Background: an optimization exercise with open tools, aiming at small area and a short achievable clock period. Do not read the settings as production practice.
At most, simulation tests tie the RTL to the original design; equivalence was not proved.
Power and IR drop assume default switching activity.

## try-willow
==> flow/design.v (excerpt) <==
module complex(clk, a0, a1, b0, b1, im, re);
  input clk;
  input [7:0] a0, a1, b0, b1;
  output reg [15:0] im, re;
  wire [15:0] re_d, im_d;
  wire rs1;
  wire rc2;
  wire rs3;
  wire rc4;
  wire rs5;
  wire rc6;
  wire rs7;
  wire rc8;
  wire rs9;
  wire rc10;
  wire rs11;
  wire rc12;
  wire rs13;
  wire rc14;
  wire rs15;
  wire rc16;
  wire rs17;
  wire rc18;
  wire rs19;
  wire rc20;
  wire rs21;
  wire rc22;
  wire rs23;
  wire rc24;
  wire rs25;
  wire rc26;
  wire rs27;
  wire rc28;
  wire rs29;
  wire rc30;
  wire rs31;
  wire rc32;
  wire rs33;
  wire rc34;
  wire rs35;
  wire rc36;
  wire rs37;
  wire rc38;
  wire rs39;
  wire rc40;
  wire rs41;
  wire rc42;
  wire rs43;
  wire rc44;
  wire rs45;
  wire rc46;
  wire rs47;
  wire rc48;
  wire rs49;
  wire rc50;
  wire rs51;
  wire rc52;
  wire rs53;
  wire rc54;
  wire rs55;
  wire rc56;
  wire rs57;
  wire rc58;
  wire rs59;
  wire rc60;
  wire rs61;
  wire rc62;
  wire rs63;
  wire rc64;
  wire rn65;
  wire rs66;
  wire rc67;
  wire rs68;
  wire rc69;
  wire rs70;
  wire rc71;
  wire rs72;
  wire rc73;
  wire rs74;
  wire rc75;
  wire rs76;
  wire rc77;
  wire rs78;
  wire rc79;
  wire rs80;
  wire rc81;
  wire rs82;
  wire rc83;
  wire rs84;
  wire rc85;
  wire rs86;
  wire rc87;
  wire rs88;
  wire rc89;
  wire rs90;
  wire rc91;
  wire rs92;
  wire rc93;
  wire rs94;
  wire rc95;
  wire rs96;
  wire rc97;
  wire rs98;
  wire rc99;
  wire rs100;
  wire rc101;
  ...
Size: about 32 flip-flops, roughly 65 I/O pins.
Settings: LEC_CHECK=0, CAP_MARGIN=20, CORE_MARGIN=2, CORE_UTILIZATION=40, CTS_BUF_LIST=sky130_fd_sc_hd__clkbuf_8, CTS_CLUSTER_DIAMETER=200, CTS_CLUSTER_SIZE=32, PLACE_DENSITY=0.6, SETUP_SLACK_MARGIN=4.2, SLEW_MARGIN=20, SYNTH_HIERARCHICAL=1; clock period 10.0 ns.
standard.sh (not shown) runs the stock make flow with config.mk's settings and CLKGATE_MAP_FILE= SYNTH_SCRIPT=/design/flow/synth_recipe.tcl, a recipe that flattens the netlist after the stock synthesis.
==> flow/flow/run.sh <==
#!/bin/bash
set -o pipefail
export BUFFER_PORTS_ARGS="-buffer_cell sky130_fd_sc_hd__buf_1"
cp standard.sh standard_sh.txt 2>/dev/null
bash standard.sh > standard.log 2>&1
The final layout from try-willow, which completed every stage, passed the timing, design-rule and antenna checks at the end of the flow.
--- input diff try-willow..try-quartz ---
diff --git a/flow/config.mk b/flow/config.mk
--- a/flow/config.mk
+++ b/flow/config.mk
@@ -13,5 +13,5 @@
 export CTS_CLUSTER_SIZE = 32
 export PLACE_DENSITY = 0.6
-export SETUP_SLACK_MARGIN = 4.2
+export SETUP_SLACK_MARGIN = 4.6
 export SLEW_MARGIN = 20
 export SYNTH_HIERARCHICAL = 1
==> run summary <==
- NOTE: count of vias placed by the detailed router in try-quartz exceeds that of try-willow
- Going from try-willow to try-quartz, non-clock buffer count saw an increase, final standard cell utilization of the core increased 3.3 points, total of cells resized after clock tree synthesis has increased, internal power contribution +about 22%, maximum frequency went up by 2.8 MHz.
- Leakage power for try-quartz: 6.4% up relative to try-willow
No functional check of the RTL was part of any run of this note.


build 65:
Another version of the RTL of complex (not shown whole).
Size: about 65 I/O pins, about 7400 µm² of cells after synthesis.
Settings: LEC_CHECK=0, CAP_MARGIN=20, CORE_MARGIN=2, CORE_UTILIZATION=40, CTS_BUF_LIST=sky130_fd_sc_hd__clkbuf_8, CTS_CLUSTER_DIAMETER=200, CTS_CLUSTER_SIZE=32, PLACE_DENSITY=0.6, SETUP_SLACK_MARGIN=5.0, SLEW_MARGIN=20, SYNTH_HIERARCHICAL=1; clock period 10.0 ns.
Scripts as last shown in full above: flow/flow/run.sh
#### Input delta (build 7 over build 65)
# build 65
export LEC_CHECK = 0
export CAP_MARGIN = 20
export CORE_MARGIN = 2
export CORE_UTILIZATION = 40
export CTS_BUF_LIST = sky130_fd_sc_hd__clkbuf_8
export CTS_CLUSTER_DIAMETER = 200
export CTS_CLUSTER_SIZE = 32
export PLACE_DENSITY = 0.6
export SETUP_SLACK_MARGIN = 5.0
export SLEW_MARGIN = 20
export SYNTH_HIERARCHICAL = 1
create_clock -name core_clock -period 10.0 [get_ports {clk}]
# build 7
export LEC_CHECK = 0
export CAP_MARGIN = 20
export CORE_MARGIN = 2
export CORE_UTILIZATION = 40
export CTS_BUF_LIST = sky130_fd_sc_hd__clkbuf_8
export CTS_CLUSTER_DIAMETER = 200
export CTS_CLUSTER_SIZE = 32
export PLACE_DENSITY = 0.6
export SETUP_SLACK_MARGIN = 4.2
export SLEW_MARGIN = 20
export SYNTH_HIERARCHICAL = 1
create_clock -name core_clock -period 10.0 [get_ports {clk}]
[summary]
- Build 65 went all the way through synthesis, placement and routing and the layout is clean on timing, DRC and antenna.
- Per the final summary, build 7 finished and its layout is clean on timing, DRC and antenna.
- Between build 65 and build 7, the number of global-route vias before repair is higher for build 65.
- Sort build 65 and build 7 by static leakage power asc -> top: build 7
- Diff build 65 -> build 7 | count of cell instances traversed by the critical path | decrease of 2
- The routed wire length of build 7 falls short of that of build 65 by about 10%.
- Maximum number of pins on one net before global-route repair up 1 in build 7 wrt build 65
- Weighted congestion reported at the end of routability-driven placement: build 65 and build 7 compared, higher one is build 7
- Non-clock buffer count, build 65 and build 7: lower on build 7
- The power per cell area in build 7 was lower than what build 65 gave.
- Build 7 vs. build 65: final non-filler cell total now smaller, number of post-CTS setup repair buffers now smaller, via count now smaller.
Relative to build 7, the following input files were edited for build 39:
# build 7
export LEC_CHECK = 0
export CAP_MARGIN = 20
export CORE_MARGIN = 2
export CORE_UTILIZATION = 40
export CTS_BUF_LIST = sky130_fd_sc_hd__clkbuf_8
export CTS_CLUSTER_DIAMETER = 200
export CTS_CLUSTER_SIZE = 32
export PLACE_DENSITY = 0.6
export SETUP_SLACK_MARGIN = 4.2
export SLEW_MARGIN = 20
export SYNTH_HIERARCHICAL = 1
create_clock -name core_clock -period 10.0 [get_ports {clk}]
# build 39
export LEC_CHECK = 0
export CAP_MARGIN = 20
export CORE_MARGIN = 2
export CORE_UTILIZATION = 40.0
export PLACE_DENSITY = 0.6
export SETUP_SLACK_MARGIN = 4.35
export SLEW_MARGIN = 20
export SYNTH_HIERARCHICAL = 1
export TNS_END_PERCENT = 0.0
create_clock -name core_clock -period 10.0 [get_ports {clk}]
==> flow/flow/run.sh <==
#!/bin/bash
set -o pipefail
export BUFFER_PORTS_ARGS="-buffer_cell sky130_fd_sc_hd__buf_1"
export CTS_ARGS="-sink_clustering_enable -sink_clustering_size 32 -sink_clustering_max_diameter 200 -buf_list sky130_fd_sc_hd__clkbuf_8 -dont_use_dummy_load -repair_clock_nets"
cp standard.sh standard_sh.txt 2>/dev/null
bash standard.sh > standard.log 2>&1
Notes after the runs:
The placed standard-cell area on build 7 is in line with that on build 39. Area growth from synthesis to final layout sits higher in build 39 than in build 7. The lower total power after layout came out of build 7. For build 39, the cell with the largest stage delay on the worst path was sky130_fd_sc_hd__fa_2, unlike build 7, where it was sky130_fd_sc_hd__fa_1. Area of combinational cells with multiple inputs ends up lower on build 7. Cmp build 7 and build 39 / maximum achievable frequency / lower: build 7.
Input changes introduced in build 73 (baseline for comparison: build 39):
# build 39
export LEC_CHECK = 0
export CAP_MARGIN = 20
export CORE_MARGIN = 2
export CORE_UTILIZATION = 40.0
export PLACE_DENSITY = 0.6
export SETUP_SLACK_MARGIN = 4.35
export SLEW_MARGIN = 20
export SYNTH_HIERARCHICAL = 1
export TNS_END_PERCENT = 0.0
create_clock -name core_clock -period 10.0 [get_ports {clk}]
# build 73
export LEC_CHECK = 0
export CAP_MARGIN = 20
export CORE_MARGIN = 2
export CORE_UTILIZATION = 60
export CTS_BUF_LIST = sky130_fd_sc_hd__clkbuf_8
export CTS_CLUSTER_DIAMETER = 200
export CTS_CLUSTER_SIZE = 32
export PLACE_DENSITY = 0.75
export SETUP_SLACK_MARGIN = 4.0
export SLEW_MARGIN = 20
export SYNTH_HIERARCHICAL = 1
create_clock -name core_clock -period 10.0 [get_ports {clk}]
==> flow/flow/run.sh <==
#!/bin/bash
set -o pipefail
export BUFFER_PORTS_ARGS="-buffer_cell sky130_fd_sc_hd__buf_1"
cp standard.sh standard_sh.txt 2>/dev/null
bash standard.sh > standard.log 2>&1
Results
Build 73 finished every step from synthesis to the final layout, and the layout passed the timing, design-rule and antenna checks. Of build 39 and build 73, build 73 shows the higher share of the clock period used by the worst path, with build 39 below it. [compare] base=build 39 new=build 73: total power -about 6%; clock input transition at the sequential cells of the worst setup and hold paths ~0 delta; proportion of power drawn by combinational gates -2.0 points; height of the die -25 µm.

port drivers added, routing unchanged:
In the flow no input, the clock included, has a driving cell. The finished layouts below were timed again as built, in two steps. Step 1 sets driving cells, clkbuf_16 on the clock port and buf_2 on the other inputs (assumed; they add their load-dependent delay and slew). Step 2 adds t to the input delays and takes it off the output delays; t is the mean of the earliest and latest rising clock arrival at the registers after step 1. Input paths then give back, and output paths get back, about the clock's delay inside the block. Three values: ideal ports, drivers, drivers and shift; two values: the first two.
| run | t (ns) | setup slack, ns | worst hold slack (ns) | worst register clock-pin slew, ns | cell pins on the clock port's net |
|---|---|---|---|---|---|
| try-willow | 0.344 | 4.334 / 4.339 / 3.995 | 2.032 / 2.033 / 2.377 | 0.08 / 0.08 | 1 |
| try-quartz | 0.342 | 4.421 / 4.410 / 4.068 | 2.019 / 2.026 / 2.368 | 0.08 / 0.08 | 1 |
| build 65 | 0.351 | 4.490 / 4.463 / 4.112 | 2.035 / 2.029 / 2.380 | 0.08 / 0.08 | 1 |
| build 7 | 0.343 | 4.301 / 4.309 / 3.966 | 2.034 / 2.029 / 2.372 | 0.08 / 0.08 | 1 |
| build 39 | 0.340 | 4.480 / 4.481 / 4.141 | 2.025 / 2.022 / 2.362 | 0.09 / 0.09 | 1 |
| build 73 | 0.351 | 4.083 / 4.094 / 3.743 | 2.072 / 2.060 / 2.409 | 0.07 / 0.07 | 1 |
After both steps every run listed still meets setup and hold. The setup slack of build 65, which loses most, moves by -0.027 ns with the drivers and by -0.378 ns with both steps.
